Optimization exercise on an open flow, not production practice.
RTL: at most simulated, not proved equivalent.
Function not checked: runs 1, 2 and 4.
Power: default activity.

--- flow/config.mk ---
export PLATFORM = sky130hd
export DESIGN_NAME = Top_convolution
export DESIGN_NICKNAME = Top_convolution
export VERILOG_FILES = /design/flow/design.v
export SDC_FILE = /design/flow/constraint.sdc
export NUM_CORES = 4
export LEC_CHECK = 0
export CAP_MARGIN = 20
export CORE_MARGIN = 2
export CORE_UTILIZATION = 60
export CTS_BUF_LIST = sky130_fd_sc_hd__clkbuf_8
export CTS_CLUSTER_SIZE = 30
export SLEW_MARGIN = 20
export SYNTH_HIERARCHICAL = 1
export SYNTH_MINIMUM_KEEP_SIZE = 0
--- flow/constraint.sdc ---
create_clock -name core_clock -period 11.0 [get_ports {clk}]
set_input_delay 2.2000 -clock core_clock [delete_from_list [all_inputs] [get_ports {clk}]]
set_output_delay 2.2000 -clock core_clock [all_outputs]
set_load 0.01 [all_outputs]
--- flow/design.v ---
module Filter(
	input [7:0] up,
	input [7:0] left,
	input [7:0] center,
	input [7:0] right,
	input [7:0] down,
	output [8:0] out
    );
	wire [10:0] lap = {1'b0, center, 2'b00} - ({3'b0, up} + {3'b0, left} + {3'b0, right} + {3'b0, down});
	assign out = lap[10:2];
endmodule
module convolution(
	input clk,
	input [8:0] a,
	input [8:0] b,
	input restart,
	output reg [22:0] s,
	output reg [22:0] c
    );
	wire [22:0] sa = restart ? 23'h206000 : s;
	wire [22:0] ca = restart ? 23'h0 : c;
	wire t0;
	wire t1;
	wire t2;
	wire t3;
	wire t4;
	wire t5;
	wire t6;
	wire t7;
	wire t8;
	wire t9;
	wire t10;
	wire t11;
	wire t12;
	wire t13;
	wire t14;
	wire t15;
	wire t16;
	wire t17;
	wire t18;
	wire t19;
	wire t20;
	wire t21;
	wire t22;
	wire t23;
	wire t24;
	wire t25;
	wire t26;
	wire t27;
	wire t28;
	wire t29;
	wire t30;
	wire t31;
	wire t32;
	wire t33;
	wire t34;
	wire t35;
	wire t36;
	wire t37;
	wire t38;
	wire t39;
	wire t40;
	wire t41;
	wire t42;
	wire t43;
	wire t44;
	wire t45;
	wire t46;
	wire t47;
	wire t48;
	wire t49;
	wire t50;
	wire t51;
	wire t52;
	wire t53;
	wire t54;
	wire t55;
	wire t56;
	wire t57;
	wire t58;
	wire t59;
	wire t60;
	wire t61;
	wire t62;
	wire t63;
	wire t64;
	wire t65;
	wire t66;
	wire t67;
	wire t68;
	wire t69;
	wire t70;
	wire t71;
	wire t72;
	wire t73;
	wire t74;
	wire t75;
	wire t76;
	wire t77;
	wire t78;
	wire t79;
	wire t80;
	wire t81;
	wire t82;
	wire t83;
	wire t84;
	wire t85;
	wire t86;
	wire t87;
	wire t88;
	wire t89;
	wire t90;
	wire t91;
	wire t92;
	wire t93;
	wire t94;
	wire t95;
	wire t96;
	wire t97;
	wire t98;
	wire t99;
	wire t100;
	wire t101;
	wire t102;
	wire t103;
	wire t104;
	wire t105;
	wire t106;
	wire t107;
	wire t108;
	wire t109;
	wire t110;
	wire t111;
	wire t112;
	wire t113;
	wire t114;
	wire t115;
	wire t116;
	wire t117;
	wire t118;
	wire t119;
	wire t120;
	wire t121;
	wire t122;
	wire t123;
	wire t124;
	wire t125;
	wire t126;
	wire t127;
	wire t128;
	wire t129;
	wire t130;
	wire t131;
	wire t132;
	wire t133;
	wire t134;
	wire t135;
	wire t136;
	wire t137;
	wire t138;
	wire t139;
	wire t140;
	wire t141;
	wire t142;
	wire t143;
	wire t144;
	wire t145;
	wire t146;
	wire t147;
	wire t148;
	wire t149;
	wire t150;
	wire t151;
	wire t152;
	wire t153;
	wire t154;
	wire t155;
	wire t156;
	wire t157;
	wire t158;
	wire t159;
	wire t160;
	wire t161;
	wire t162;
	wire t163;
	wire t164;
	wire t165;
	wire t166;
	wire t167;
	wire t168;
	wire t169;
	wire t170;
	wire t171;
	wire t172;
	wire t173;
	wire t174;
	wire t175;
	wire t176;
	wire t177;
	wire t178;
	wire t179;
	wire t180;
	wire t181;
	wire t182;
	wire t183;
	wire t184;
	wire t185;
	wire t186;
	wire t187;
	wire t188;
	wire t189;
	hadd u1 (.a((a[0] & b[7])), .b((a[1] & b[6])), .s(t0), .co(t1));
	fadd u2 (.a((a[1] & b[7])), .b((a[2] & b[6])), .c((a[3] & b[5])), .s(t2), .co(t3));
	hadd u3 (.a((a[4] & b[4])), .b((a[5] & b[3])), .s(t4), .co(t5));
	fadd u4 (.a((a[2] & b[7])), .b((a[3] & b[6])), .c((a[4] & b[5])), .s(t6), .co(t7));
	hadd u5 (.a((a[5] & b[4])), .b((a[6] & b[3])), .s(t8), .co(t9));
	fadd u6 (.a((a[3] & b[7])), .b((a[4] & b[6])), .c((a[5] & b[5])), .s(t10), .co(t11));
	hadd u7 (.a((a[0] & b[4])), .b((a[1] & b[3])), .s(t12), .co(t13));
	fadd u8 (.a((a[0] & b[5])), .b((a[1] & b[4])), .c((a[2] & b[3])), .s(t14), .co(t15));
	hadd u9 (.a((a[3] & b[2])), .b((a[4] & b[1])), .s(t16), .co(t17));
	fadd u10 (.a((a[0] & b[6])), .b((a[1] & b[5])), .c((a[2] & b[4])), .s(t18), .co(t19));
	fadd u11 (.a((a[3] & b[3])), .b((a[4] & b[2])), .c((a[5] & b[1])), .s(t20), .co(t21));
	hadd u12 (.a((a[6] & b[0])), .b(sa[6]), .s(t22), .co(t23));
	fadd u13 (.a(t0), .b((a[2] & b[5])), .c((a[3] & b[4])), .s(t24), .co(t25));
	fadd u14 (.a((a[4] & b[3])), .b((a[5] & b[2])), .c((a[6] & b[1])), .s(t26), .co(t27));
	fadd u15 (.a((a[7] & b[0])), .b(sa[7]), .c(ca[7]), .s(t28), .co(t29));
	fadd u16 (.a(t1), .b(t2), .c(t4), .s(t30), .co(t31));
	fadd u17 (.a((a[6] & b[2])), .b((a[7] & b[1])), .c(~(a[0] & b[8])), .s(t32), .co(t33));
	fadd u18 (.a(~(a[8] & b[0])), .b(sa[8]), .c(ca[8]), .s(t34), .co(t35));
	fadd u19 (.a(t3), .b(t5), .c(t6), .s(t36), .co(t37));
	fadd u20 (.a(t8), .b((a[7] & b[2])), .c(~(a[1] & b[8])), .s(t38), .co(t39));
	fadd u21 (.a(~(a[8] & b[1])), .b(sa[9]), .c(ca[9]), .s(t40), .co(t41));
	fadd u22 (.a(t7), .b(t9), .c(t10), .s(t42), .co(t43));
	fadd u23 (.a((a[6] & b[4])), .b((a[7] & b[3])), .c(~(a[2] & b[8])), .s(t44), .co(t45));
	fadd u24 (.a(~(a[8] & b[2])), .b(sa[10]), .c(ca[10]), .s(t46), .co(t47));
	fadd u25 (.a(t11), .b((a[4] & b[7])), .c((a[5] & b[6])), .s(t48), .co(t49));
	fadd u26 (.a((a[6] & b[5])), .b((a[7] & b[4])), .c(~(a[3] & b[8])), .s(t50), .co(t51));
	fadd u27 (.a(~(a[8] & b[3])), .b(sa[11]), .c(ca[11]), .s(t52), .co(t53));
	fadd u28 (.a((a[5] & b[7])), .b((a[6] & b[6])), .c((a[7] & b[5])), .s(t54), .co(t55));
	fadd u29 (.a(~(a[4] & b[8])), .b(~(a[8] & b[4])), .c(sa[12]), .s(t56), .co(t57));
	fadd u30 (.a((a[6] & b[7])), .b((a[7] & b[6])), .c(~(a[5] & b[8])), .s(t58), .co(t59));
	hadd u31 (.a((a[0] & b[2])), .b((a[1] & b[1])), .s(t60), .co(t61));
	fadd u32 (.a((a[0] & b[3])), .b((a[1] & b[2])), .c((a[2] & b[1])), .s(t62), .co(t63));
	hadd u33 (.a((a[3] & b[0])), .b(sa[3]), .s(t64), .co(t65));
	fadd u34 (.a(t12), .b((a[2] & b[2])), .c((a[3] & b[1])), .s(t66), .co(t67));
	fadd u35 (.a((a[4] & b[0])), .b(sa[4]), .c(ca[4]), .s(t68), .co(t69));
	fadd u36 (.a(t13), .b(t14), .c(t16), .s(t70), .co(t71));
	fadd u37 (.a((a[5] & b[0])), .b(sa[5]), .c(ca[5]), .s(t72), .co(t73));
	fadd u38 (.a(t15), .b(t17), .c(t18), .s(t74), .co(t75));
	fadd u39 (.a(t20), .b(t22), .c(ca[6]), .s(t76), .co(t77));
	fadd u40 (.a(t19), .b(t21), .c(t23), .s(t78), .co(t79));
	fadd u41 (.a(t24), .b(t26), .c(t28), .s(t80), .co(t81));
	fadd u42 (.a(t25), .b(t27), .c(t29), .s(t82), .co(t83));
	fadd u43 (.a(t30), .b(t32), .c(t34), .s(t84), .co(t85));
	fadd u44 (.a(t31), .b(t33), .c(t35), .s(t86), .co(t87));
	fadd u45 (.a(t36), .b(t38), .c(t40), .s(t88), .co(t89));
	fadd u46 (.a(t37), .b(t39), .c(t41), .s(t90), .co(t91));
	fadd u47 (.a(t42), .b(t44), .c(t46), .s(t92), .co(t93));
	fadd u48 (.a(t43), .b(t45), .c(t47), .s(t94), .co(t95));
	fadd u49 (.a(t48), .b(t50), .c(t52), .s(t96), .co(t97));
	fadd u50 (.a(t49), .b(t51), .c(t53), .s(t98), .co(t99));
	fadd u51 (.a(t54), .b(t56), .c(ca[12]), .s(t100), .co(t101));
	fadd u52 (.a(t55), .b(t57), .c(t58), .s(t102), .co(t103));
	fadd u53 (.a(~(a[8] & b[5])), .b(sa[13]), .c(ca[13]), .s(t104), .co(t105));
	fadd u54 (.a(t59), .b((a[7] & b[7])), .c(~(a[6] & b[8])), .s(t106), .co(t107));
	fadd u55 (.a(~(a[8] & b[6])), .b(sa[14]), .c(ca[14]), .s(t108), .co(t109));
	fadd u56 (.a(~(a[7] & b[8])), .b(~(a[8] & b[7])), .c(sa[15]), .s(t110), .co(t111));
	hadd u57 (.a((a[0] & b[1])), .b((a[1] & b[0])), .s(t112), .co(t113));
	fadd u58 (.a(t60), .b((a[2] & b[0])), .c(sa[2]), .s(t114), .co(t115));
	fadd u59 (.a(t61), .b(t62), .c(t64), .s(t116), .co(t117));
	fadd u60 (.a(t63), .b(t65), .c(t66), .s(t118), .co(t119));
	fadd u61 (.a(t67), .b(t69), .c(t70), .s(t120), .co(t121));
	fadd u62 (.a(t71), .b(t73), .c(t74), .s(t122), .co(t123));
	fadd u63 (.a(t75), .b(t77), .c(t78), .s(t124), .co(t125));
	fadd u64 (.a(t79), .b(t81), .c(t82), .s(t126), .co(t127));
	fadd u65 (.a(t83), .b(t85), .c(t86), .s(t128), .co(t129));
	fadd u66 (.a(t87), .b(t89), .c(t90), .s(t130), .co(t131));
	fadd u67 (.a(t91), .b(t93), .c(t94), .s(t132), .co(t133));
	fadd u68 (.a(t95), .b(t97), .c(t98), .s(t134), .co(t135));
	fadd u69 (.a(t99), .b(t101), .c(t102), .s(t136), .co(t137));
	fadd u70 (.a(t103), .b(t105), .c(t106), .s(t138), .co(t139));
	fadd u71 (.a(t107), .b(t109), .c(t110), .s(t140), .co(t141));
	fadd u72 (.a(t111), .b((a[8] & b[8])), .c(sa[16]), .s(t142), .co(t143));
	hadd u73 (.a((a[0] & b[0])), .b(sa[0]), .s(t144), .co(t145));
	fadd u74 (.a(t112), .b(sa[1]), .c(ca[1]), .s(t146), .co(t147));
	fadd u75 (.a(t113), .b(t114), .c(ca[2]), .s(t148), .co(t149));
	fadd u76 (.a(t115), .b(t116), .c(ca[3]), .s(t150), .co(t151));
	fadd u77 (.a(t117), .b(t118), .c(t68), .s(t152), .co(t153));
	fadd u78 (.a(t119), .b(t120), .c(t72), .s(t154), .co(t155));
	fadd u79 (.a(t121), .b(t122), .c(t76), .s(t156), .co(t157));
	fadd u80 (.a(t123), .b(t124), .c(t80), .s(t158), .co(t159));
	fadd u81 (.a(t125), .b(t126), .c(t84), .s(t160), .co(t161));
	fadd u82 (.a(t127), .b(t128), .c(t88), .s(t162), .co(t163));
	fadd u83 (.a(t129), .b(t130), .c(t92), .s(t164), .co(t165));
	fadd u84 (.a(t131), .b(t132), .c(t96), .s(t166), .co(t167));
	fadd u85 (.a(t133), .b(t134), .c(t100), .s(t168), .co(t169));
	fadd u86 (.a(t135), .b(t136), .c(t104), .s(t170), .co(t171));
	fadd u87 (.a(t137), .b(t138), .c(t108), .s(t172), .co(t173));
	fadd u88 (.a(t139), .b(t140), .c(ca[15]), .s(t174), .co(t175));
	fadd u89 (.a(t141), .b(t142), .c(ca[16]), .s(t176), .co(t177));
	fadd u90 (.a(t143), .b(sa[17]), .c(ca[17]), .s(t178), .co(t179));
	hadd u91 (.a(sa[18]), .b(ca[18]), .s(t180), .co(t181));
	hadd u92 (.a(sa[19]), .b(ca[19]), .s(t182), .co(t183));
	hadd u93 (.a(sa[20]), .b(ca[20]), .s(t184), .co(t185));
	hadd u94 (.a(sa[21]), .b(ca[21]), .s(t186), .co(t187));
	hadd u95 (.a(sa[22]), .b(ca[22]), .s(t188), .co(t189));
	always @(posedge clk) begin
		s <= {t187, t185, t183, t181, t179, t177, t175, t173, t171, t169, t167, t165, t163, t161, t159, t157, t155, t153, t151, t149, t147, t145, t144};
		c <= {t188, t186, t184, t182, t180, t178, t176, t174, t172, t170, t168, t166, t164, t162, t160, t158, t156, t154, t152, t150, t148, t146, ca[0]};
	end
endmodule
module fadd(input a, input b, input c, output s, output co);
	assign s = a ^ b ^ c;
	assign co = (a & b) | (a & c) | (b & c);
endmodule
module hadd(input a, input b, output s, output co);
	assign s = a ^ b;
	assign co = a & b;
endmodule
module maxpool(
	input signed [22:0] in,
	output [20:0] out
    );
	wire ovf = (in[22:20] != 3'b000) && (in[22:20] != 3'b111);
	assign out = ovf ? (in[22] ? 21'h100000 : 21'h0fffff) : in[20:0];
endmodule
`timescale 1ns / 1ps
module Top_convolution(
	input clk,
	input rst,
	input start,
	input en,
	input [12:0] addr,
	output [20:0] out,
	output [20:0] max_pl,
	output reg done,
	output pat_en,
	output [9:0] pat_addr,
	input [7:0] pat_dout,
	output img_en,
	output [17:0] img_addr,
	input [7:0] img_dout,
	output reg pc_en,
	output reg pc_we,
	output [9:0] pc_addr,
	output [10:0] pc_din,
	input [10:0] pc_dout,
	output reg ic_en,
	output reg ic_we,
	output [17:0] ic_addr,
	output [10:0] ic_din,
	input [10:0] ic_dout,
	output pl_en,
	output pl_we,
	output [12:0] pl_addr,
	output [20:0] pl_din,
	input [20:0] pl_dout
    );
	localparam [2:0] S_IDLE = 0, S_PRE = 1, S_WAIT = 2, S_CORR = 3, S_FIN = 4, S_DONE = 5;
	reg [2:0] state;
	reg [5:0] pc_a;
	reg [8:0] ic_a;
	reg pl_en_r, pl_we_r, pl_res;
	reg [12:0] pl_a;
	reg [17:0] fdat;                 
	reg signed [20:0] cur_max, abs_max;
	assign pc_addr = {4'b0, pc_a};
	assign ic_addr = {9'b0, ic_a};
	assign pc_din = {fdat[17], fdat[17], fdat[17:9]};
	assign ic_din = {fdat[17], fdat[17], fdat[17:9]};
	assign pl_en = done ? en : pl_en_r;
	assign pl_addr = done ? addr : pl_a;
	assign pl_we = pl_we_r;
	assign pl_din = {cur_max[20:18], pl_res ? cur_max[17:0] : fdat};
	assign out = pl_dout;
	assign max_pl = abs_max;
	reg fact;              
	reg fph;               
	reg [2:0] fm;          
	reg [5:0] fc;          
	reg [2:0] fk;          
	reg [10:0] ra;         
	assign pat_addr = ra[9:0];
	assign img_addr = {7'b0, ra};
	assign pat_en = fact & ~fph;
	assign img_en = fact & fph;
	wire f_lastc = fph ? (fc == 6'd36) : (fc == 6'd7);
	wire f_lastm = fph ? (fm == 3'd6) : (fm == 3'd1);
	wire f_plw = fph && (fc >= 6'd2) && (fk != 3'd0) && (fk != 3'd7) && (fm != 3'd0 || fk != 3'd1);
	wire ci_free;          
	reg pend;              
	wire f_over = fph && (fm >= 3'd2);           
	wire f_go = fact && (!f_over || (state == S_CORR && (!f_plw || (ci_free && !pend))));
	reg t1_v, t1_ph, t1_out, t1_xr;
	reg [2:0] t1_k, t1_m;
	reg [5:0] t1_col;
	reg t2_out, t2_ph, t2_pw, t2_pwx, t2_icw;
	reg [5:0] t2_col, t2_row;
	reg [2:0] t2_m;
	reg [135:0] T;
	wire [7:0] pix = t1_ph ? img_dout : pat_dout;
	always @(posedge clk)
		if (t1_v)
			T <= {T[127:0], pix};
	wire [8:0] fval;
	Filter lap (
		.up(T[79:72]),
		.left(T[135:128]),
		.center(T[71:64]),
		.right(T[7:0]),
		.down(T[63:56]),
		.out(fval)
	);
	reg [8:0] fprev;       
	reg [2:0] ci;          
	reg [2:0] cj;          
	reg [4:0] cx;          
	reg [5:0] cy;          
	reg gpass, flush;
	reg [1:0] pkind;       
	wire [5:0] ccur = {1'b0, cx} + {3'b0, cj};
	wire [5:0] cprev = (cj != 3'd0) ? ccur - 6'd1 : (cx != 5'd0) ? {1'b0, cx} + 6'd4 : 6'd34;
	wire [5:0] yprev = (cj == 3'd0 && cx == 5'd0 && !flush) ? cy - 6'd5 : cy;
	wire corr_issue = (state == S_CORR);
	wire c_rd = corr_issue && (gpass || ci[0] == 1'b0 || ci == 3'd1 || ci == 3'd7);
	wire [5:0] c_row = (ci == 3'd7) ? cy + 6'd8 : (ci == 3'd1) ? yprev + 6'd10 : cy + {3'b0, ci};
	wire [5:0] c_col = (ci == 3'd1) ? cprev : ccur;
	assign ci_free = !gpass && (ci == 3'd1 || ci == 3'd3);
	reg [2:0] c1_i, c2_i;
	reg c1_g, c2_g;
	reg [4:1] c3_sel;                   
	reg [4:0] c1_l, c2_l, c3_l, c3_r;   
	reg [1:0] c1_k, c2_k, c3_k;
	reg [5:0] blk;
	wire pl_wr_now = pend && !t2_pw && !c_rd;
	reg [2:0] dcnt;
	always @(posedge clk) begin
		if (rst) begin
			state <= S_IDLE;
			done <= 0;
			fact <= 0;
			fph <= 0; fm <= 0; fc <= 0; fk <= 0; ra <= 0;
			ci <= 0; cj <= 0; cx <= 0; cy <= 0; gpass <= 0; flush <= 0; pkind <= 0;
			dcnt <= 0;
		end else begin
			if (state == S_IDLE && start) begin
				fact <= 1;
				fph <= 0; fm <= 0; fc <= 0; fk <= 0; ra <= 0;
			end else if (f_go) begin
				fk <= fk + 3'd1;
				if (fk != 3'd7)
					ra <= ra + (fph ? 11'd40 : 11'd8);
				else if (!f_lastc) begin
					fc <= fc + 6'd1;
					ra <= ra - (fph ? 11'd279 : 11'd55);
				end else begin
					fc <= 0;
					if (!f_lastm) begin
						fm <= fm + 3'd1;
						ra <= ra - (fph ? 11'd76 : 11'd15);
					end else begin
						fm <= 0;
						ra <= 0;
						if (!fph)
							fph <= 1;
						else begin
							fact <= 0;
						end
					end
				end
			end
			case (state)
			S_IDLE: if (start) state <= S_PRE;
			S_PRE: if (f_go && fph && fm == 3'd1 && fk == 3'd7 && f_lastc) begin
				state <= S_WAIT;
				dcnt <= 0;
			end
			S_WAIT: begin
				dcnt <= dcnt + 3'd1;
				if (dcnt == 3'd3) begin
					state <= S_CORR;
					ci <= 0; cj <= 0; cx <= 0; cy <= 0;
					gpass <= 1; flush <= 0; pkind <= 0;
				end
			end
			S_CORR: begin
				if (flush && ci == 3'd4)
					state <= S_FIN;
				ci <= ci + 3'd1;
				if (ci == 3'd7) begin
					if (cj != 3'd5)
						cj <= cj + 3'd1;
					else begin
						cj <= 0;
						if (gpass) begin
							gpass <= 0;
							pkind <= 2'd1;
						end else begin
							pkind <= 2'd2;
							if (cx != 5'd29)
								cx <= cx + 5'd1;
							else begin
								cx <= 0;
								if (cy != 6'd30)
									cy <= cy + 6'd5;
								else
									flush <= 1;
							end
						end
					end
				end
			end
			S_FIN: begin
				if (blk == 6'd42 && !pend && !pl_we_r)
					state <= S_DONE;
			end
			S_DONE: done <= 1;
			default: state <= S_IDLE;
			endcase
		end
	end
	wire [5:0] t1_row = {t1_m, 1'b0} + {t1_m, 2'b0} + {3'b0, t1_k} - 6'd1;    
	always @(posedge clk) begin
		t1_ph <= fph; t1_k <= fk; t1_m <= fm; t1_col <= fc - 6'd2;
		t1_out <= (fc >= 6'd2) && (fk != 3'd0) && (fk != 3'd7);
		t1_xr <= f_plw && fk == 3'd1;
		t2_ph <= t1_ph; t2_col <= t1_col; t2_row <= t1_row; t2_m <= t1_m;
		c1_i <= ci; c2_i <= c1_i;
		c1_g <= gpass; c2_g <= c1_g;
		c3_sel <= {c2_i < 3'd4, c2_i < 3'd3, c2_i < 3'd2, c2_i < 3'd1};
		c1_k <= pkind; c2_k <= c1_k; c3_k <= c2_k;
		if (rst) begin
			t1_v <= 0; t2_out <= 0; t2_pw <= 0; t2_pwx <= 0; t2_icw <= 0;
			c1_l <= 0; c2_l <= 0; c3_l <= 0; c3_r <= 0;
			pc_en <= 0; pc_we <= 0; ic_en <= 0; ic_we <= 0;
			pl_en_r <= 0; pl_we_r <= 0; pl_res <= 0;
		end else begin
			t1_v <= f_go;
			t2_out <= t1_v && t1_out && (t1_ph || t1_row < 6'd8);
			t2_pw <= t1_v && t1_out && t1_ph && !(t1_m == 3'd0 && t1_k == 3'd1);
			t2_pwx <= t1_xr;
			t2_icw <= t1_v && t1_out && t1_ph && t1_k == 3'd6;
			c1_l <= (corr_issue && cj == 3'd0 && ci <= 3'd4) ? (5'd1 << ci) : 5'd0;
			c2_l <= c1_l; c3_l <= c2_l; c3_r <= c2_l;
			if (t2_out)
				fprev <= fval;
			fdat <= {fval, t2_pwx ? ic_dout[8:0] : fprev};
			pl_res <= !t2_pw;
			if (t2_out && !t2_ph) begin
				pc_en <= 1; pc_we <= 1;
				pc_a <= {t2_col[2:0], t2_row[2:0]};
			end else begin
				pc_en <= corr_issue; pc_we <= 0;
				pc_a <= gpass ? {2'b0, (cj != 3'd0 || ci != 3'd0), 3'b0} : {cj, ci};
			end
			if (t2_icw) begin
				ic_en <= 1; ic_we <= 1;
				ic_a <= {t2_col, t2_m};
			end else if (f_go && f_plw && fk == 3'd1) begin
				ic_en <= 1; ic_we <= 0;
				ic_a <= {fc - 6'd2, fm - 3'd1};
			end else begin
				ic_en <= 0; ic_we <= 0;
			end
			if (t2_pw) begin
				pl_en_r <= 1; pl_we_r <= 1;
				pl_a <= {1'b1, t2_col, t2_row - 6'd1};
			end else if (c_rd) begin
				pl_en_r <= 1; pl_we_r <= 0;
				if (gpass)
					pl_a <= {6'b100000, (cj != 3'd0 || ci != 3'd0), 6'b0};
				else
					pl_a <= {1'b1, c_col, c_row};
			end else begin
				pl_en_r <= pl_wr_now; pl_we_r <= pl_wr_now;
				pl_a <= {7'b0, blk};
			end
		end
	end
	reg [17:0] pq;                   
	reg [8:0] hb;                    
	reg [8:0] curv, tailv;           
	reg [8:0] pcr;
	reg [8:0] pch1, pch2, pch3, pch4;
	always @(posedge clk) begin
		pq <= pl_dout[17:0];
		hb <= pq[17:9];
		curv <= (c2_i[0] && !c2_g) ? pq[17:9] : pl_dout[8:0];
		tailv <= c2_i[0] ? hb : pq[8:0];
		pcr <= pc_dout[8:0];
		pch1 <= pcr; pch2 <= pch1; pch3 <= pch2; pch4 <= pch3;
	end
	wire [22:0] s0, s1, s2, s3, s4, k0, k1, k2, k3, k4;
	convolution lane0 (.clk(clk), .a(curv), .b(pcr), .restart(c3_l[0]), .s(s0), .c(k0));
	convolution lane1 (.clk(clk), .a(c3_sel[1] ? tailv : curv), .b(pch1), .restart(c3_l[1]), .s(s1), .c(k1));
	convolution lane2 (.clk(clk), .a(c3_sel[2] ? tailv : curv), .b(pch2), .restart(c3_l[2]), .s(s2), .c(k2));
	convolution lane3 (.clk(clk), .a(c3_sel[3] ? tailv : curv), .b(pch3), .restart(c3_l[3]), .s(s3), .c(k3));
	convolution lane4 (.clk(clk), .a(c3_sel[4] ? tailv : curv), .b(pch4), .restart(c3_l[4]), .s(s4), .c(k4));
	wire [22:0] ssel = ({23{c3_r[0]}} & s0) | ({23{c3_r[1]}} & s1) | ({23{c3_r[2]}} & s2) |
	                   ({23{c3_r[3]}} & s3) | ({23{c3_r[4]}} & s4);
	wire [22:0] csel = ({23{c3_r[0]}} & k0) | ({23{c3_r[1]}} & k1) | ({23{c3_r[2]}} & k2) |
	                   ({23{c3_r[3]}} & k3) | ({23{c3_r[4]}} & k4);
	reg [22:0] res;
	reg r_l0;
	reg [1:0] r_k;
	wire [20:0] satv;
	maxpool sat (.in(res), .out(satv));
	wire signed [20:0] sv = satv;
	reg [4:0] pcnt;
	wire r_blk = (r_k == 2'd2);
	wire r_abs = r_blk || (r_k == 2'd1 && r_l0);
	wire signed [20:0] newmax = (pcnt == 5'd0 || sv > cur_max) ? sv : cur_max;
	always @(posedge clk) begin
		res <= ssel + csel;
		if (rst) begin
			r_l0 <= 0; r_k <= 0;
			pcnt <= 0; abs_max <= 0; pend <= 0; blk <= 0;
		end else begin
			r_l0 <= c3_r[0]; r_k <= (c3_r == 5'd0) ? 2'd0 : c3_k;
			if (r_blk) begin
				cur_max <= newmax;
				pcnt <= (pcnt == 5'd24) ? 5'd0 : pcnt + 5'd1;
			end
			if (r_blk && pcnt == 5'd24)
				pend <= 1;
			else if (pl_wr_now)
				pend <= 0;
			if (pl_wr_now)
				blk <= blk + 6'd1;
			if (r_abs && sv > abs_max)
				abs_max <= sv;
		end
	end
	always @(posedge clk)
		if (!rst && t2_pw && c_rd) $display("ERROR: PL port conflict at %0t", $time);
endmodule
--- flow/flow/run.sh ---
#!/bin/bash
# The standard layout (standard.sh), with the port buffers made from
# buf_2 cells, and clock tree synthesis without dummy loads.
export BUFFER_PORTS_ARGS="-buffer_cell sky130_fd_sc_hd__buf_2"
export CTS_ARGS="-sink_clustering_enable -repair_clock_nets -dont_use_dummy_load -sink_clustering_size 30 -buf_list sky130_fd_sc_hd__clkbuf_8"
bash standard.sh > standard.log 2>&1
--- flow/standard.sh ---
#!/bin/bash
# synth_recipe.tcl (not shown) runs the flow's synth.tcl, then flattens the netlist and writes it again
# the make line also repeats each setting of config.mk as NAME=value (left out here)
make -C /OpenROAD-flow-scripts/flow DESIGN_CONFIG=/design/flow/config.mk WORK_HOME=/design/flow/orfs CLKGATE_MAP_FILE= SYNTH_SCRIPT=/design/flow/synth_recipe.tcl "${@:-finish}"
==> notes.md, run 1 <==
outcome = complete, no violations
Hold Path Class = register to register
actual slew at the worst max-slew pin = 1.08 ns
post-synthesis mux area share = 0.0305
DP HPWL = 75.3 mm
CTS H-tree lvls = 3
most common cell after layout, fill and taps aside = dfxtp_1
1st-iter DRT viols = 2060
Synth Warn # = 8
WP data required = 8.80 ns
Max Clk Rate = 205 MHz
final wirelength = 102 mm
Mapped Cells = 3641
post-synthesis instance area = 41800 µm²
largest net degree at the start of global routing = 98
async set-reset flop share out of synthesis = 0
XOR/XNOR Fraction of Synth Area = 0.0142
multi-input logic area = 23500 µm²
Peak VDD IR = 146 µV
drt pass-1 iters = 7
Rel. slew slack = 0.283
Final Hold Viols = 0
Initial Utilization = 0.608
gr ovfl total = 0
drt drc = 0
core footprint = 68800 µm²
initial antenna violation count = 2
Post-DP Area = 43000 µm²
leak pwr = 18.7 nW
max cap viols = 0
Setup crit end kind = output pin
critical path arrival = 2.69 ns
Die Wd = 268 µm
clk buf depth = 3
Hold WS = 0.315 ns
Routed WL per cell = 21.6 µm
CP Launch Type = input port
DRT antenna net count = 0
CTS Hold Buffers Added = 0
compound-cell area share of the yosys netlist = 0.0907
vias in the first global route = 28900
largest family of logic cells by synthesized area = adder cells
flip-flop and latch area = 16400 µm²
post-route setup slack = 6.11 ns
Cell Rows = 96
Max Fanout on Critical Path = 1
Die ar. = 71800 µm²
crit share post-route = 0.444
setup violators final = 0
clock latency (worst-skew pair) = 0.76 ns
Min Clock Period, post-route = 4.89 ns
Vias = 27300
Die Y = 268 µm
top cells by area, synth = dfxtp_1 (24%), fa_1 (21%), edfxtp_1 (15%), ha_1 (6.3%), and2_1 (5.0%)
Filler Cell Count = 5447
Post-synth top flop = dfxtp_1
IO Pins = 239
clk_skew = 0.111 ns
cts bufs inserted = 119
WS Path Type = input port to output pin
pre-CTS WS = 6.11 ns
CTS tree = done
EDFF count, synth = 212
Yosys reg bits = 715
clock root buffer = clkbuf_8
Syn Area/Cell = 11.5 µm²
RSZ-0062 raised after global routing = false
Synth-to-Final Area Change = 6.72%
nets@finish = 4500
clock sinks = 715
via/cell ratio = 5.78
cell taking the most area after synthesis = dfxtp_1
layout cells sized above 1 = 0.141
Setup TNS = 0 ns
Tot GR Track Use = 0.291
fin area = 44600 µm²
most frequent cells in the layout = dfxtp_1 (496), fa_1 (429), and2_1 (336), nor2b_1 (276), nand2_1 (229)
first-pass GRT wire length = 160 mm
Post-CTS Setup Bufs = 0
max-slew violations = 0
IO buf count = 208
CTS resizes = 0
Yosys top cell area share = 0.241
area share of and/or/nand/nor cells after synthesis = 0.157
clock-pin transition on the worst setup and hold timing paths = 0.06 ns
Adder-Cell Fraction of Synth Area = 0.269
Netlist cell types = 97
GP Congestion = 0.921
pwr dens = 191 nW/µm²
sequential share of the synthesized area = 0.393
==> synth_stat cells (40+ instances only) <==
| cell | n |
|---|---|
| a21oi_1 | 87 |
| a222oi_1 | 44 |
| a22oi_1 | 52 |
| and2_1 | 336 |
| buf_2 | 40 |
| buf_4 | 92 |
| clkbuf_1 | 74 |
| dfxtp_1 | 503 |
| edfxtp_1 | 212 |
| fa_1 | 429 |
| ha_1 | 211 |
| inv_1 | 168 |
| mux2_2 | 109 |
| nand2_1 | 229 |
| nor2_1 | 183 |
| nor2b_1 | 276 |
| o21ai_0 | 68 |
| xnor2_1 | 43 |
==> modules after synthesis (local to each module, per instance) <==
module / flip-flops and latches / cell area [µm²] / cells
Filter: 0 / 1050 / 120
Top_convolution: 490 / 22700 / 2079
maxpool: 0 / 633 / 72
hadd: 0 / 12.5 / 1
fadd: 0 / 20.0 / 1
convolution: 45 / 1690 / 179
==> worst max-delay path, cell delays in order <==
cell and delay, ns:
buf_2 0.10, mux2_2 0.25, buf_2 0.14
==> through the flow <==
stage / instances / util / power, mW
6_report: 4715 / 0.648 / 8.54
5_1_grt: 4714 / 0.648 / 9.25
4_1_cts: 4712 / 0.648 / 8.65
3_5_place_dp: 4593 / 0.624 / 6.69
3_3_place_gp: 4593 / 0.624 / 6.54
2_1_floorplan: 3660 / - / 5.78
==> power breakdown <==
part / switching [mW] / total, mW / internal, mW
Combinational: 1.51 / 2.95 / 1.44
Clock: 0.966 / 1.91 / 0.943
Sequential: 0.359 / 3.68 / 3.32
==> path summary, 6_finish.rpt <==
check | startpoint | endpoint | slack [ns] | depth (start not counted)
max | addr[8] | pl_addr[8] | 6.11 | 3
min | c1_i[1] | c2_i[1] | 0.32 | 0
min reg2reg | c1_i[1] | c2_i[1] | 0.32 | 0
max reg2reg | res[22] | abs_max[2] | 6.18 | 10
==> routing by layer <==
layer,track usage,vias up,wire length [µm],share of wire
li1,-,12500,-,-
met1,0.388,13700,43400,0.43
met2,0.457,847,47100,0.46
met3,0.0786,221,7690,0.075
met4,0.108,2,3830,0.038
met5,0,-,13,0.00013
==> state kept, by name, indices dropped and copies added, names as in the netlist, 11 cells and up <==
register  flops
T           136
lane0.s      23
lane1.s      23
lane2.s      23
lane3.s      23
lane4.s      23
res          23
lane0.c      22
lane1.c      22
lane2.c      22
lane3.c      22
lane4.c      22
abs_max      21
cur_max      21
fdat         18
pq           18
pl_a         13
ra           11
==> cell type report <==
class                      instances  area share
timing repair buffer             226      0.0265
sequential                       715       0.369
inverter                         171      0.0144
clock buffer                     119      0.0367
antenna                            2    0.000112
multi-input combinational       2551       0.528
tap                              931      0.0261
==> cell families after synthesis <==
family | Yosys count
AND/OR/NAND/NOR | 1204
flip-flops | 715
adder cells (fa/ha/maj) | 640
AO/OA/AOI/OAI | 500
buffers and inverters | 394
multiplexers | 114
XOR/XNOR | 68
other | 6
==> run 2: changes to the inputs <==
--- a/flow/design.v
+++ b/flow/design.v
@@ -608,12 +608,13 @@
 	wire signed [20:0] sv = satv;
 	reg [4:0] pcnt;
 	wire r_blk = (r_k == 2'd2);
-	wire r_abs = r_blk || (r_k == 2'd1 && r_l0);
+	wire r_g = (r_k == 2'd1 && r_l0);    
+	reg blkdone;
 	wire signed [20:0] newmax = (pcnt == 5'd0 || sv > cur_max) ? sv : cur_max;
 	always @(posedge clk) begin
 		res <= ssel + csel;
 		if (rst) begin
-			r_l0 <= 0; r_k <= 0;
+			r_l0 <= 0; r_k <= 0; blkdone <= 0;
 			pcnt <= 0; abs_max <= 0; pend <= 0; blk <= 0;
 		end else begin
 			r_l0 <= c3_r[0]; r_k <= (c3_r == 5'd0) ? 2'd0 : c3_k;
@@ -627,8 +628,11 @@
 				pend <= 0;
 			if (pl_wr_now)
 				blk <= blk + 6'd1;
-			if (r_abs && sv > abs_max)
-				abs_max <= sv;
+			blkdone <= r_blk && pcnt == 5'd24;
+			if (r_g)
+				abs_max <= sv[20] ? 21'd0 : sv;
+			else if (blkdone && cur_max > abs_max)
+				abs_max <= cur_max;
 		end
 	end
 	always @(posedge clk)
==> notes.md, run 2 <==
outcome = complete, no violations
Die Y = 267 µm
gr ovfl total = 0
clock sinks = 716
NetSw = 2.85 mW
leak pwr = 18.4 nW
final wirelength = 103 mm
Routed WL per cell = 22.3 µm
DP HPWL = 76.9 mm
CTS tree = done
Rel. slew slack = 0.268
max-slew violations = 0
critical path arrival = 2.69 ns
cell taking the most area after synthesis = dfxtp_1
Int Pwr = 5.71 mW
initial antenna violation count = 4
Tot GR Track Use = 0.295
sequential share of the synthesized area = 0.398
Largest Register = T
Comb power frac = 0.353
layout cells sized above 1 = 0.143
most frequent cells in the layout = dfxtp_1 (497), fa_1 (429), and2_1 (330), nand2_1 (255), nor2b_1 (241)
Final Util = 0.646
CTS resizes = 0
r2r worst-path depth = 12
Setup TNS = 0 ns
post-synthesis instance area = 41400 µm²
FF-to-FF Start = c3_r[2]
reg-to-reg slack, setup = 6.60 ns
largest net degree at the start of global routing = 93
IO buf count = 208
Die ar. = 71000 µm²
top-count cell post-synth = dfxtp_1
Post-CTS Setup Bufs = 0
setup violators final = 0
CTS Hold Buffers Added = 0
sequential power share = 0.429
Min Clock Period, post-route = 4.89 ns
pwr dens = 193 nW/µm²
Synth Warn # = 8
top cells by area, synth = dfxtp_1 (24%), fa_1 (21%), edfxtp_1 (15%), ha_1 (6.4%), and2_1 (5.0%)
first-pass GRT wire length = 160 mm
async set-reset flop share out of synthesis = 0
fin area = 44200 µm²
Syn Area/Cell = 11.6 µm²
clock latency (worst-skew pair) = 0.75 ns
Netlist cell types = 86
clk buf depth = 3
Yosys top cell area share = 0.244
vias in the first global route = 28200
WP data required = 8.80 ns
actual slew at the worst max-slew pin = 1.07 ns
IO Pins = 239
nets@finish = 4449
hold path depth = 0
core footprint = 68500 µm²
via/cell ratio = 5.85
Hold Path Class = register to register
switching fraction of total power = 0.333
Final Power = 8.55 mW
Max Clk Rate = 205 MHz
RSZ-0062 raised after global routing = false
cts bufs inserted = 116
Synth-to-Final Area Change = 6.90%
Yosys reg bits = 716
DRT antenna net count = 0
GP Congestion = 0.899
EDFF count, synth = 212
Post-DP Area = 42600 µm²
clock power share = 0.218
max cap viols = 0
clock-pin transition on the worst setup and hold timing paths = 0.06 ns
Setup crit end kind = output pin
Initial Utilization = 0.604
WS Path Type = input port to output pin
most common cell after layout, fill and taps aside = dfxtp_1
min-delay src = c1_i[2]
drt pass-1 iters = 6
CTS H-tree lvls = 3
Mapped Cells = 3574
reg-to-reg critical path endpoint = res[22]
Final Hold Viols = 0
Vias = 27000
Die Wd = 267 µm
synth cell count leaders = dfxtp_1 (504), fa_1 (429), and2_1 (330), nand2_1 (255), nor2b_1 (241)
clk_skew = 0.0831 ns
clock root buffer = clkbuf_8
Cell Rows = 96
CP Launch Type = input port
Hold EP = c2_i[2]
crit share post-route = 0.445
Post-synth top flop = dfxtp_1
max FFs per register = 136
drt drc = 0
1st-iter DRT viols = 2137
Peak VDD IR = 152 µV
Max Fanout on Critical Path = 1
## run 2: cell types whose count changed in the layout (fill, tap and decap cells not counted), moves of 9 or more
cell       before  now
nor2_1        183  138
nor2b_1       276  241
nand2_1       229  255
nand4_1        20   46
o22ai_1        26    6
o211ai_1        9   28
a2111oi_0      20    4
nor3_1         24   37
a211oi_1       29   19
buf_4          16   25
## run 2: power groups by stage
stage | registers [mW] | clock network (mW) | logic (mW)
after global routing | 3.71 | 2.02 | 3.53
after global placement | 3.70 | 0 | 2.87
after CTS | 3.66 | 1.91 | 3.08
after detailed placement | 3.70 | 0 | 3.03
after floorplan | 3.54 | 0 | 2.24
final | 3.67 | 1.86 | 3.02
## run 2: routing by layer
layer  vias to the layer above  wire (µm)  GRT usage
met4                         2       3510      0.105
met3                       198       6760     0.0623
li1                      12300          -          -
met2                       837      47100      0.454
met5                         -         11          0
met1                     13600      45300      0.415
## run 2: stage by stage
stage | hold WS (ns) | std cells | worst slack [ns]
after global placement | 0.311 | 4496 | 6.12
after floorplan | 0.310 | 3593 | 5.82
after CTS | 0.317 | 4612 | 6.11
final | 0.317 | 4615 | 6.11
after detailed placement | 0.312 | 4496 | 6.11
after global routing | 0.319 | 4615 | 6.09
## run 2: worst max-delay path, cell delays in order
cell    delay (ns)
buf_2         0.10
mux2_2        0.25
buf_2         0.14
## run 2: how the worst max path moves through the flow
stage | start | to | depth (start not counted)
2_1_floorplan | rst | cur_max[0] | 4
3_3_place_gp | addr[6] | pl_addr[6] | 3
3_5_place_dp | addr[9] | pl_addr[9] | 3
4_1_cts | addr[9] | pl_addr[9] | 3
5_1_grt | addr[9] | pl_addr[9] | 3
6_report | addr[9] | pl_addr[9] | 3
## run 2: per-module statistics from Yosys (local to each module, per instance)
module / cells inside / area (µm²) / times used / flops+latches
maxpool: 72 / 633 / 1 / 0
hadd: 1 / 12.5 / 75 / 0
Top_convolution: 2012 / 22300 / 1 / 491
convolution: 179 / 1690 / 5 / 45
fadd: 1 / 20.0 / 400 / 0
Filter: 120 / 1050 / 1 / 0
## run 2: cell families (layout without fill, tap and decap cells)
| kind of cell | count (synthesis) | after routing | synth area share |
|---|---|---|---|
| adder cells (fa/ha/maj) | 640 | 640 | 0.272 |
| flip-flops | 716 | 716 | 0.398 |
| other | 6 | 27 | 0.000545 |
| multiplexers | 110 | 110 | 0.0299 |
| AO/OA/AOI/OAI | 475 | 475 | 0.0871 |
| XOR/XNOR | 66 | 66 | 0.0140 |
| AND/OR/NAND/NOR | 1182 | 1182 | 0.155 |
| buffers and inverters | 379 | 517 | 0.0441 |
## run 2: cell type report
cell class / count / area (µm²)
multi-input cells: 2498 / 23200
diodes: 2 / 5.00
well taps: 882 / 1100
clock buffers: 116 / 1600
repair buffers: 234 / 1240
flip-flops and latches: 716 / 16500
inverters: 167 / 627
fillers: 5372 / 24300
==> run 3: changes to the inputs <==
--- a/flow/design.v
+++ b/flow/design.v
@@ -635,6 +635,4 @@
 				abs_max <= cur_max;
 		end
 	end
-	always @(posedge clk)
-		if (!rst && t2_pw && c_rd) $display("ERROR: PL port conflict at %0t", $time);
 endmodule
==> notes.md, run 3 <==
via/cell ratio = 5.78
Max Fanout on Critical Path = 1
CP Launch Type = input port
setup violators final = 0
Max Clk Rate = 204 MHz
top cells by area, synth = dfxtp_1 (25%), fa_1 (21%), edfxtp_1 (15%), ha_1 (6.4%), and2_1 (5.1%)
CTS Hold Buffers Added = 0
flip-flop and latch area = 16500 µm²
Setup TNS = 0 ns
clk buf depth = 3
Die ar. = 70600 µm²
Cell Rows = 95
pwr dens = 192 nW/µm²
RSZ-0062 raised after global routing = false
outcome = complete, no violations
vias in the first global route = 27900
gr ovfl total = 0
Die Wd = 266 µm
Setup crit end kind = output pin
Peak VDD IR = 157 µV
1st-iter DRT viols = 1946
clock-pin transition on the worst setup and hold timing paths = 0.06 ns
leak pwr = 18.3 nW
final wirelength = 97.9 mm
clk_skew = 0.0909 ns
IO Pins = 239
sequential share of the synthesized area = 0.400
Netlist cell types = 99
clock latency (worst-skew pair) = 0.73 ns
largest net degree at the start of global routing = 74
IO buf count = 208
clock root buffer = clkbuf_8
crit share post-route = 0.446
Final Util = 0.650
Final Power = 8.45 mW
EDFF count, synth = 212
Routed WL per cell = 21.5 µm
CTS tree = done
most common cell after layout, fill and taps aside = dfxtp_1
max FFs per register = 136
synth cell count leaders = dfxtp_1 (504), fa_1 (429), and2_1 (335), nand2_1 (239), nor2b_1 (239)
first-pass GRT wire length = 156 mm
layout cells sized above 1 = 0.142
Yosys reg bits = 716
max-slew violations = 0
CTS H-tree lvls = 3
Synth Warn # = 8
GP Congestion = 0.940
Die Y = 266 µm
clock sinks = 716
Initial Utilization = 0.609
WS Path Type = input port to output pin
CTS resizes = 0
most frequent cells in the layout = dfxtp_1 (497), fa_1 (429), and2_1 (335), nor2b_1 (239), nand2_1 (239)
async set-reset flop share out of synthesis = 0
WP data required = 8.80 ns
post-route setup slack = 6.09 ns
Mapped Cells = 3516
Rel. slew slack = 0.297
drt drc = 0
Largest Register = T
post-synthesis instance area = 41100 µm²
Tot GR Track Use = 0.285
top-count cell post-synth = dfxtp_1
cts bufs inserted = 118
initial antenna violation count = 3
max cap viols = 0
Final Hold Viols = 0
DP HPWL = 74.6 mm
multi-input logic area = 22900 µm²
Vias = 26300
nets@finish = 4387
Post-CTS Setup Bufs = 0
pre-CTS WS = 6.10 ns
actual slew at the worst max-slew pin = 1.05 ns
Hold Path Class = register to register
Yosys top cell area share = 0.245
drt pass-1 iters = 7
DRT antenna net count = 0
critical path arrival = 2.71 ns
Post-synth top flop = dfxtp_1
Min Clock Period, post-route = 4.91 ns
Syn Area/Cell = 11.7 µm²
core footprint = 67500 µm²
Filler Cell Count = 5318
cell taking the most area after synthesis = dfxtp_1
Synth-to-Final Area Change = 6.76%
==> run 3: modules after synthesis, one instance, submodules excluded <==
module | area (µm²) | cells inside
Top_convolution | 22000 | 1954
convolution | 1690 | 179
Filter | 1050 | 120
maxpool | 633 | 72
fadd | 20.0 | 1
hadd | 12.5 | 1
==> run 3: stage by stage <==
| step | cells | area (µm²) | hold slack [ns] |
|---|---|---|---|
| global placement | 4425 | 42200 | 0.311 |
| detailed placement | 4425 | 42300 | 0.312 |
| global route | 4545 | 43900 | 0.330 |
| finish | 4546 | 43900 | 0.324 |
| floorplan | 3535 | 41200 | 0.310 |
| CTS | 4543 | 43900 | 0.324 |
==> run 3: per-layer routing <==
layer	vias to the layer above	track usage	wire length [µm]
met3	170	0.0581	5690
met1	13400	0.396	43300
met2	712	0.457	46200
li1	12000	-	-
met5	-	0	0
met4	0	0.0823	2710
==> run 3: final cells by class <==
cell class | count | share of cell area
diodes | 3 | 0.000171
clock buffers | 118 | 0.0370
inverters | 175 | 0.0150
multi-input cells | 2438 | 0.521
flip-flops and latches | 716 | 0.375
well taps | 873 | 0.0249
repair buffers | 223 | 0.0263
==> run 3: worst paths after layout <==
kind,from,endpoint,slack (ns),depth (start not counted)
hold / removal,c1_k[1],c2_k[1],0.32,0
setup reg to reg,c3_r[4],res[22],6.68,11
hold reg to reg,c1_k[1],c2_k[1],0.32,0
setup / recovery,addr[11],pl_addr[11],6.09,3
==> run 3: logic make-up (layout without fill, tap and decap cells) <==
kind of cell | after synthesis | count (layout) | share of synthesized area
simple gates | 1114 | 1114 | 0.148
flops | 716 | 716 | 0.400
fa+ha+maj | 639 | 639 | 0.273
compound gates | 462 | 462 | 0.0840
buf+inv | 381 | 516 | 0.0451
mux | 129 | 129 | 0.0347
xor+xnor | 69 | 69 | 0.0147
other cells | 6 | 28 | 0.000548
==> run 3: worst max-delay path: stages <==
cell and delay (ns):
buf_2 0.10, mux2_2 0.26, buf_2 0.14
==> run 3: power breakdown <==
group | switching [mW] | internal, mW | total [mW] | leakage [nW]
Sequential | 0.325 | 3.32 | 3.64 | 6.19
Combinational | 1.49 | 1.42 | 2.91 | 11.3
Clock | 0.956 | 0.936 | 1.89 | 0.848
Total | 2.77 | 5.67 | 8.45 | 18.3
Testbench counts of run 3, summed over its fixed seeds: cycles 260,784.
==> run 4: changes to the inputs <==
--- a/flow/design.v
+++ b/flow/design.v
@@ -542,41 +542,47 @@
 			t2_icw <= t1_v && t1_out && t1_ph && t1_k == 3'd6;
 			c1_l <= (corr_issue && cj == 3'd0 && ci <= 3'd4) ? (5'd1 << ci) : 5'd0;
 			c2_l <= c1_l; c3_l <= c2_l; c3_r <= c2_l;
-			if (t2_out)
-				fprev <= fval;
-			fdat <= {fval, t2_pwx ? ic_dout[8:0] : fprev};
 			pl_res <= !t2_pw;
 			if (t2_out && !t2_ph) begin
 				pc_en <= 1; pc_we <= 1;
-				pc_a <= {t2_col[2:0], t2_row[2:0]};
 			end else begin
 				pc_en <= corr_issue; pc_we <= 0;
-				pc_a <= gpass ? {2'b0, (cj != 3'd0 || ci != 3'd0), 3'b0} : {cj, ci};
 			end
 			if (t2_icw) begin
 				ic_en <= 1; ic_we <= 1;
-				ic_a <= {t2_col, t2_m};
 			end else if (f_go && f_plw && fk == 3'd1) begin
 				ic_en <= 1; ic_we <= 0;
-				ic_a <= {fc - 6'd2, fm - 3'd1};
 			end else begin
 				ic_en <= 0; ic_we <= 0;
 			end
 			if (t2_pw) begin
 				pl_en_r <= 1; pl_we_r <= 1;
-				pl_a <= {1'b1, t2_col, t2_row - 6'd1};
 			end else if (c_rd) begin
 				pl_en_r <= 1; pl_we_r <= 0;
-				if (gpass)
-					pl_a <= {6'b100000, (cj != 3'd0 || ci != 3'd0), 6'b0};
-				else
-					pl_a <= {1'b1, c_col, c_row};
 			end else begin
 				pl_en_r <= pl_wr_now; pl_we_r <= pl_wr_now;
-				pl_a <= {7'b0, blk};
 			end
 		end
 	end
+	always @(posedge clk) begin
+		if (t2_out)
+			fprev <= fval;
+		fdat <= {fval, t2_pwx ? ic_dout[8:0] : fprev};
+		if (t2_out && !t2_ph)
+			pc_a <= {t2_col[2:0], t2_row[2:0]};
+		else
+			pc_a <= gpass ? {2'b0, (cj != 3'd0 || ci != 3'd0), 3'b0} : {cj, ci};
+		if (t2_icw)
+			ic_a <= {t2_col, t2_m};
+		else
+			ic_a <= {fc - 6'd2, fm - 3'd1};
+		if (t2_pw)
+			pl_a <= {1'b1, t2_col, t2_row - 6'd1};
+		else if (c_rd)
+			pl_a <= gpass ? {6'b100000, (cj != 3'd0 || ci != 3'd0), 6'b0} : {1'b1, c_col, c_row};
+		else
+			pl_a <= {7'b0, blk};
+	end
 	reg [17:0] pq;                   
 	reg [8:0] hb;                    
 	reg [8:0] curv, tailv;           
@@ -635,4 +641,6 @@
 				abs_max <= cur_max;
 		end
 	end
+	always @(posedge clk)
+		if (!rst && t2_pw && c_rd) $display("ERROR: PL port conflict at %0t", $time);
 endmodule
==> notes.md, run 4 <==
switching fraction of total power = 0.331
max cap viols = 0
nets@finish = 4400
Peak VDD IR = 139 µV
Die Wd = 265 µm
CTS tree = done
outcome = complete, no violations
top-count cell post-synth = dfxtp_1
core footprint = 67300 µm²
DP HPWL = 74.6 mm
cell taking the most area after synthesis = dfxtp_1
async set-reset flop share out of synthesis = 0
Yosys top cell area share = 0.270
max-slew violations = 0
Rel. slew slack = 0.285
clock-pin transition on the worst setup and hold timing paths = 0.06 ns
Final Hold Viols = 0
WP data required = 8.80 ns
GP Congestion = 0.914
initial antenna violation count = 1
Tot GR Track Use = 0.289
Synth Warn # = 8
final wirelength = 99.2 mm
clock power share = 0.221
sequential power share = 0.429
layout cells sized above 1 = 0.142
IO buf count = 208
CP Launch Type = input port
NetSw = 2.79 mW
CTS resizes = 0
Comb power frac = 0.349
gr ovfl total = 0
most frequent cells in the layout = dfxtp_1 (543), fa_1 (429), and2_1 (330), nand2_1 (243), nor2b_1 (239)
max FFs per register = 136
1st-iter DRT viols = 1906
clk_skew = 0.127 ns
drt pass-1 iters = 6
Setup TNS = 0 ns
Post-CTS Setup Bufs = 0
Min Clock Period, post-route = 4.90 ns
cts bufs inserted = 117
clock latency (worst-skew pair) = 0.74 ns
post-synthesis instance area = 40800 µm²
Max Fanout on Critical Path = 1
vias in the first global route = 27800
Vias = 26400
clk buf depth = 3
most common cell after layout, fill and taps aside = dfxtp_1
reg-to-reg slack, setup = 6.83 ns
Die ar. = 70100 µm²
top cells by area, synth = dfxtp_1 (27%), fa_1 (21%), edfxtp_1 (12%), ha_1 (6.5%), and2_1 (5.1%)
Setup crit end kind = output pin
RSZ-0062 raised after global routing = false
largest net degree at the start of global routing = 85
Post-synth top flop = dfxtp_1
pwr dens = 194 nW/µm²
Die Y = 265 µm
Mapped Cells = 3533
synth cell count leaders = dfxtp_1 (550), fa_1 (429), and2_1 (330), nand2_1 (243), nor2b_1 (239)
Initial Utilization = 0.606
Yosys reg bits = 716
first-pass GRT wire length = 156 mm
Final Util = 0.647
clock sinks = 716
critical path arrival = 2.70 ns
fin area = 43500 µm²
leak pwr = 18.3 nW
DRT antenna net count = 0
Cell Rows = 95
Hold Path Class = register to register
Largest Register = T
clock root buffer = clkbuf_8
Post-DP Area = 41900 µm²
via/cell ratio = 5.79
drt drc = 0
Syn Area/Cell = 11.5 µm²
Int Pwr = 5.64 mW
setup violators final = 0
Netlist cell types = 88
Routed WL per cell = 21.8 µm
actual slew at the worst max-slew pin = 1.05 ns
EDFF count, synth = 166
IO Pins = 239
Synth-to-Final Area Change = 6.74%
sequential share of the synthesized area = 0.392
CTS H-tree lvls = 3
CTS Hold Buffers Added = 0
crit share post-route = 0.446
WS Path Type = input port to output pin
Max Clk Rate = 204 MHz
## run 4: cell types whose count changed in the layout (fill, tap and decap cells not counted), moves of 5 or more
cell	previous run	this run
edfxtp_1	212	166
o21ai_0	48	88
nor2_1	126	132
o21bai_1	11	2
dfxtp_1	497	543
a31oi_1	9	18
o21ai_1	36	2
and2_1	335	330
nand3_1	26	34
nor3_1	30	19
inv_1	173	167
mux2i_1	22	31
## run 4: power groups by stage
stage | combinational (mW) | clock [mW] | sequential, mW
detailed placement | 2.96 | 0 | 3.65
global placement | 2.81 | 0 | 3.64
CTS | 3.01 | 1.92 | 3.61
floorplan | 2.20 | 0 | 3.49
global route | 3.48 | 2.03 | 3.66
finish | 2.95 | 1.87 | 3.62
## run 4: kinds of logic (layout without fill, tap and decap cells)
kind of cell	after synthesis	after routing	synth area share
simple gates	1130	1130	0.152
flops	716	716	0.392
fa+ha+maj	640	640	0.275
compound gates	458	458	0.0838
buf+inv	378	508	0.0454
mux	138	138	0.0371
xor+xnor	67	67	0.0144
other cells	6	26	0.000552
## run 4: final timing paths
kind / startpoint / endpoint / cells after the start
max: en / pl_en / 3
min: t1_col[2] / t2_col[2] / 0
max reg2reg: curv[2] / lane1.c[9] / 7
min reg2reg: t1_col[2] / t2_col[2] / 0
## run 4: per-layer routing
metal | GRT usage | vias up | routed length [µm]
met5 | 0 | - | 0
met4 | 0.0912 | 0 | 2630
met3 | 0.0556 | 169 | 6390
met2 | 0.455 | 843 | 45700
met1 | 0.408 | 13300 | 44500
li1 | - | 12100 | -
## run 4: Yosys stat by module (local to each module, per instance)
module	cells inside	cell area [µm²]	copies in the design
convolution	179	1690	5
hadd	1	12.5	75
fadd	1	20.0	400
Top_convolution	1971	21700	1
maxpool	72	633	1
Filter	120	1050	1
## run 4: final cells by class
| cell class | count | area [µm²] |
|---|---|---|
| inverters | 168 | 631 |
| repair buffers | 223 | 1150 |
| diodes | 1 | 2.50 |
| clock buffers | 117 | 1610 |
| multi-input cells | 2458 | 23100 |
| well taps | 873 | 1090 |
| flip-flops and latches | 716 | 16000 |
| fillers | 5351 | 23700 |
## run 4: worst max-delay path, cell delays in order
cell and delay, ns:
buf_2 0.10, mux2_2 0.26, buf_2 0.14
## run 4: through the flow
step / setup WS, ns / power (mW) / hold WS [ns] / cells
6_report: 6.10 / 8.43 / 0.301 / 4556
5_1_grt: 6.09 / 9.17 / 0.311 / 4556
4_1_cts: 6.10 / 8.54 / 0.297 / 4555
3_5_place_dp: 6.10 / 6.61 / 0.312 / 4438
3_3_place_gp: 6.12 / 6.46 / 0.311 / 4438
2_1_floorplan: 6.32 / 5.69 / 0.310 / 3552
==> run 5: changes to the inputs <==
--- a/flow/design.v
+++ b/flow/design.v
@@ -359,13 +359,13 @@
 	localparam [2:0] S_IDLE = 0, S_PRE = 1, S_WAIT = 2, S_CORR = 3, S_FIN = 4, S_DONE = 5;
 	reg [2:0] state;
 	reg [5:0] pc_a;
-	reg [8:0] ic_a;
+	reg [9:0] ic_a;
 	reg pl_en_r, pl_we_r, pl_res;
 	reg [12:0] pl_a;
 	reg [17:0] fdat;                 
 	reg signed [20:0] cur_max, abs_max;
 	assign pc_addr = {4'b0, pc_a};
-	assign ic_addr = {9'b0, ic_a};
+	assign ic_addr = {8'b0, ic_a};
 	assign pc_din = {fdat[17], fdat[17], fdat[17:9]};
 	assign ic_din = {fdat[17], fdat[17], fdat[17:9]};
 	assign pl_en = done ? en : pl_en_r;
@@ -376,7 +376,7 @@
 	assign max_pl = abs_max;
 	reg fact;              
 	reg fph;               
-	reg [2:0] fm;          
+	reg [3:0] fm;          
 	reg [5:0] fc;          
 	reg [2:0] fk;          
 	reg [10:0] ra;         
@@ -385,30 +385,31 @@
 	assign pat_en = fact & ~fph;
 	assign img_en = fact & fph;
 	wire f_lastc = fph ? (fc == 6'd36) : (fc == 6'd7);
-	wire f_lastm = fph ? (fm == 3'd6) : (fm == 3'd1);
-	wire f_plw = fph && (fc >= 6'd2) && (fk != 3'd0) && (fk != 3'd7) && (fm != 3'd0 || fk != 3'd1);
+	wire f_lastm = fph ? (fm == 4'd10) : (fm == 4'd1);
+	wire f_plw = fph && (fc >= 6'd2) && (fk != 3'd0) && (fk != 3'd5) && (fm != 4'd0 || fk != 3'd1);
 	wire ci_free;          
 	reg pend;              
-	wire f_over = fph && (fm >= 3'd2);           
+	wire f_over = fph && (fm >= 4'd3);           
 	wire f_go = fact && (!f_over || (state == S_CORR && (!f_plw || (ci_free && !pend))));
 	reg t1_v, t1_ph, t1_out, t1_xr;
-	reg [2:0] t1_k, t1_m;
+	reg [2:0] t1_k;
+	reg [3:0] t1_m;
 	reg [5:0] t1_col;
 	reg t2_out, t2_ph, t2_pw, t2_pwx, t2_icw;
 	reg [5:0] t2_col, t2_row;
-	reg [2:0] t2_m;
-	reg [135:0] T;
+	reg [3:0] t2_m;
+	reg [103:0] T;
 	wire [7:0] pix = t1_ph ? img_dout : pat_dout;
 	always @(posedge clk)
 		if (t1_v)
-			T <= {T[127:0], pix};
+			T <= {T[95:0], pix};
 	wire [8:0] fval;
 	Filter lap (
-		.up(T[79:72]),
-		.left(T[135:128]),
-		.center(T[71:64]),
+		.up(T[63:56]),
+		.left(T[103:96]),
+		.center(T[55:48]),
 		.right(T[7:0]),
-		.down(T[63:56]),
+		.down(T[47:40]),
 		.out(fval)
 	);
 	reg [8:0] fprev;       
@@ -447,16 +448,16 @@
 				fact <= 1;
 				fph <= 0; fm <= 0; fc <= 0; fk <= 0; ra <= 0;
 			end else if (f_go) begin
-				fk <= fk + 3'd1;
-				if (fk != 3'd7)
+				fk <= (fk == 3'd5) ? 3'd0 : fk + 3'd1;
+				if (fk != 3'd5)
 					ra <= ra + (fph ? 11'd40 : 11'd8);
 				else if (!f_lastc) begin
 					fc <= fc + 6'd1;
-					ra <= ra - (fph ? 11'd279 : 11'd55);
+					ra <= ra - (fph ? 11'd199 : 11'd39);
 				end else begin
 					fc <= 0;
 					if (!f_lastm) begin
-						fm <= fm + 3'd1;
+						fm <= fm + 4'd1;
 						ra <= ra - (fph ? 11'd76 : 11'd15);
 					end else begin
 						fm <= 0;
@@ -471,7 +472,7 @@
 			end
 			case (state)
 			S_IDLE: if (start) state <= S_PRE;
-			S_PRE: if (f_go && fph && fm == 3'd1 && fk == 3'd7 && f_lastc) begin
+			S_PRE: if (f_go && fph && fm == 4'd2 && fk == 3'd5 && f_lastc) begin
 				state <= S_WAIT;
 				dcnt <= 0;
 			end
@@ -519,10 +520,10 @@
 			endcase
 		end
 	end
-	wire [5:0] t1_row = {t1_m, 1'b0} + {t1_m, 2'b0} + {3'b0, t1_k} - 6'd1;    
+	wire [5:0] t1_row = {t1_m, 2'b0} + {3'b0, t1_k} - 6'd1;    
 	always @(posedge clk) begin
 		t1_ph <= fph; t1_k <= fk; t1_m <= fm; t1_col <= fc - 6'd2;
-		t1_out <= (fc >= 6'd2) && (fk != 3'd0) && (fk != 3'd7);
+		t1_out <= (fc >= 6'd2) && (fk != 3'd0) && (fk != 3'd5);
 		t1_xr <= f_plw && fk == 3'd1;
 		t2_ph <= t1_ph; t2_col <= t1_col; t2_row <= t1_row; t2_m <= t1_m;
 		c1_i <= ci; c2_i <= c1_i;
@@ -537,9 +538,9 @@
 		end else begin
 			t1_v <= f_go;
 			t2_out <= t1_v && t1_out && (t1_ph || t1_row < 6'd8);
-			t2_pw <= t1_v && t1_out && t1_ph && !(t1_m == 3'd0 && t1_k == 3'd1);
+			t2_pw <= t1_v && t1_out && t1_ph && !(t1_m == 4'd0 && t1_k == 3'd1);
 			t2_pwx <= t1_xr;
-			t2_icw <= t1_v && t1_out && t1_ph && t1_k == 3'd6;
+			t2_icw <= t1_v && t1_out && t1_ph && t1_k == 3'd4;
 			c1_l <= (corr_issue && cj == 3'd0 && ci <= 3'd4) ? (5'd1 << ci) : 5'd0;
 			c2_l <= c1_l; c3_l <= c2_l; c3_r <= c2_l;
 			pl_res <= !t2_pw;
@@ -575,7 +576,7 @@
 		if (t2_icw)
 			ic_a <= {t2_col, t2_m};
 		else
-			ic_a <= {fc - 6'd2, fm - 3'd1};
+			ic_a <= {fc - 6'd2, fm - 4'd1};
 		if (t2_pw)
 			pl_a <= {1'b1, t2_col, t2_row - 6'd1};
 		else if (c_rd)
@@ -641,6 +642,4 @@
 				abs_max <= cur_max;
 		end
 	end
-	always @(posedge clk)
-		if (!rst && t2_pw && c_rd) $display("ERROR: PL port conflict at %0t", $time);
 endmodule
--- a/flow/config.mk
+++ b/flow/config.mk
@@ -7,9 +7,7 @@
 export LEC_CHECK = 0
 export CAP_MARGIN = 20
 export CORE_MARGIN = 2
-export CORE_UTILIZATION = 60
-export CTS_BUF_LIST = sky130_fd_sc_hd__clkbuf_8
-export CTS_CLUSTER_SIZE = 30
+export CORE_UTILIZATION = 72
 export SLEW_MARGIN = 20
 export SYNTH_HIERARCHICAL = 1
 export SYNTH_MINIMUM_KEEP_SIZE = 0
==> notes.md, run 5 <==
Post-synth top flop = dfxtp_1
Hold WS = 0.322 ns
drt pass-1 iters = 9
clk buf depth = 3
clock root buffer = clkbuf_8
setup violators final = 0
switching fraction of total power = 0.335
Hold Path Class = register to register
Cell Rows = 86
via/cell ratio = 6.09
Peak VDD IR = 162 µV
slowest stage cell, crit path = mux2_2
CTS Hold Buffers Added = 0
outcome = complete, no violations
critical path arrival = 2.72 ns
Yosys reg bits = 688
vias in the first global route = 28100
Comb power frac = 0.359
Tot GR Track Use = 0.346
IO Pins = 239
ant diodes = 0
Die Wd = 240 µm
Max Fanout on Critical Path = 1
multi-input logic area = 23200 µm²
Int Pwr = 5.48 mW
clock power share = 0.217
cts bufs inserted = 111
CP cell instances = buf_2 > mux2_2 > buf_2
CTS tree = done
Setup crit end kind = output pin
CP Launch Type = input port
Final Hold Viols = 0
gr ovfl total = 0
Rel. slew slack = 0.279
WP data required = 8.80 ns
CTS resizes = 0
Post-DP Area = 41000 µm²
core footprint = 55100 µm²
leak pwr = 18.1 nW
largest net degree at the start of global routing = 80
CTS H-tree lvls = 3
sequential power share = 0.424
Min Clock Period, post-route = 4.92 ns
Worst Setup SP = en
min-delay src = t1_col[4]
top-count cell post-synth = dfxtp_1
1st-iter DRT viols = 1968
most common cell after layout, fill and taps aside = dfxtp_1
NetSw = 2.76 mW
Synth Warn # = 8
synth cell count leaders = dfxtp_1 (554), fa_1 (427), and2_1 (329), nand2_1 (243), nor2b_1 (239)
most frequent cells in the layout = dfxtp_1 (548), fa_1 (427), and2_1 (329), nand2_1 (243), nor2b_1 (238)
Max Clk Rate = 203 MHz
Initial Utilization = 0.727
Cell Count, Final, Fillers Out = 4449
WS Path Type = input port to output pin
RSZ-0062 raised after global routing = false
Vias = 27100
nets@finish = 4412
drt drc = 0
flip-flop and latch area = 15100 µm²
final wirelength = 97.0 mm
Crit path top cell by count = buf_2
actual slew at the worst max-slew pin = 1.07 ns
Die Y = 240 µm
async set-reset flop share out of synthesis = 0
Cell Count Post-Placement = 4338
Mapped Cells = 3562
Netlist cell types = 83
Synth-to-Final Area Change = 6.31%
post-synthesis instance area = 40000 µm²
DP HPWL = 72.5 mm
Yosys top cell area share = 0.277
first-pass GRT wire length = 153 mm
clock latency (worst-skew pair) = 0.71 ns
Largest Register = T
CP max stage delay = 0.28 ns
initial antenna violation count = 2
top cells by area, synth = dfxtp_1 (28%), fa_1 (21%), edfxtp_1 (10%), ha_1 (6.4%), and2_1 (5.1%)
max cap viols = 0
Syn Area/Cell = 11.2 µm²
clock sinks = 688
Routed WL per cell = 21.8 µm
Final Power = 8.24 mW
FF-to-FF Start = curv[4]
max FFs per register = 104
pwr dens = 194 nW/µm²
Die ar. = 57500 µm²
DRT antenna net count = 0
sequential share of the synthesized area = 0.377
IO buf count = 209
Filler Cell Count = 3728
crit share post-route = 0.447
cell taking the most area after synthesis = dfxtp_1
layout cells sized above 1 = 0.139
EDFF count, synth = 134
Setup TNS = 0 ns
Post-CTS Setup Bufs = 0
max-slew violations = 0
clock-pin transition on the worst setup and hold timing paths = 0.06 ns
clk_skew = 0.0654 ns
fin area = 42600 µm²
GP Congestion = 0.979
## run 5: cells by family after synthesis
logic type               after synthesis  share of synthesized area
AO/OA/AOI/OAI                        521                     0.0941
XOR/XNOR                              73                     0.0160
adder cells (fa/ha/maj)              633                      0.278
buffers and inverters                374                     0.0452
flip-flops                           688                      0.377
multiplexers                         116                     0.0324
other                                  6                   0.000562
AND/OR/NAND/NOR                     1151                      0.156
## run 5: worst paths after layout
kind | to | slack, ns | cells after the start
setup / recovery | pl_en | 6.08 | 3
hold / removal | t2_col[4] | 0.32 | 0
setup reg to reg | lane2.c[11] | 6.86 | 7
hold reg to reg | t2_col[4] | 0.32 | 0
## run 5: modules after synthesis, one instance, submodules excluded
module | flip-flops and latches | times used | cells inside
Top_convolution | 463 | 1 | 2000
convolution | 45 | 5 | 179
Filter | 0 | 1 | 120
fadd | 0 | 400 | 1
hadd | 0 | 75 | 1
maxpool | 0 | 1 | 72
## run 5: metrics by stage
step                      worst slack [ns]  utilization
final                                 6.08        0.773
after global routing                  6.07        0.773
after CTS                             6.08        0.773
after detailed placement              6.09        0.745
after global placement                6.08        0.745
after floorplan                       6.32            -
## run 5: routing by layer
| metal | track usage | share of wire | wire, µm |
|---|---|---|---|
| met5 | 0 | 0 | 0 |
| met4 | 0.126 | 0.035 | 3390 |
| met3 | 0.0677 | 0.080 | 7780 |
| met2 | 0.548 | 0.47 | 45800 |
| met1 | 0.477 | 0.41 | 40000 |
## run 5: area by class of cell
cell class	count	share of cell area
clock buffers	111	0.0359
inverters	159	0.0140
multi-input cells	2518	0.545
flip-flops and latches	688	0.355
well taps	748	0.0220
repair buffers	225	0.0274
## run 5: worst max-delay path, delay by kind of cell
family | cells | cell delay (ns)
buffers and inverters | 2 | 0.24
multiplexers | 1 | 0.28
## run 5: power groups by stage
stage               combinational [mW]  clock [mW]  sequential, mW
global placement                  2.77           0            3.51
floorplan                         2.22           0            3.36
global route                      3.43        1.91            3.53
detailed placement                2.97           0            3.52
CTS                               3.01        1.81            3.48
finish                            2.96        1.79            3.49
Testbench counts of run 5, summed over its fixed seeds: cycles 261,792.
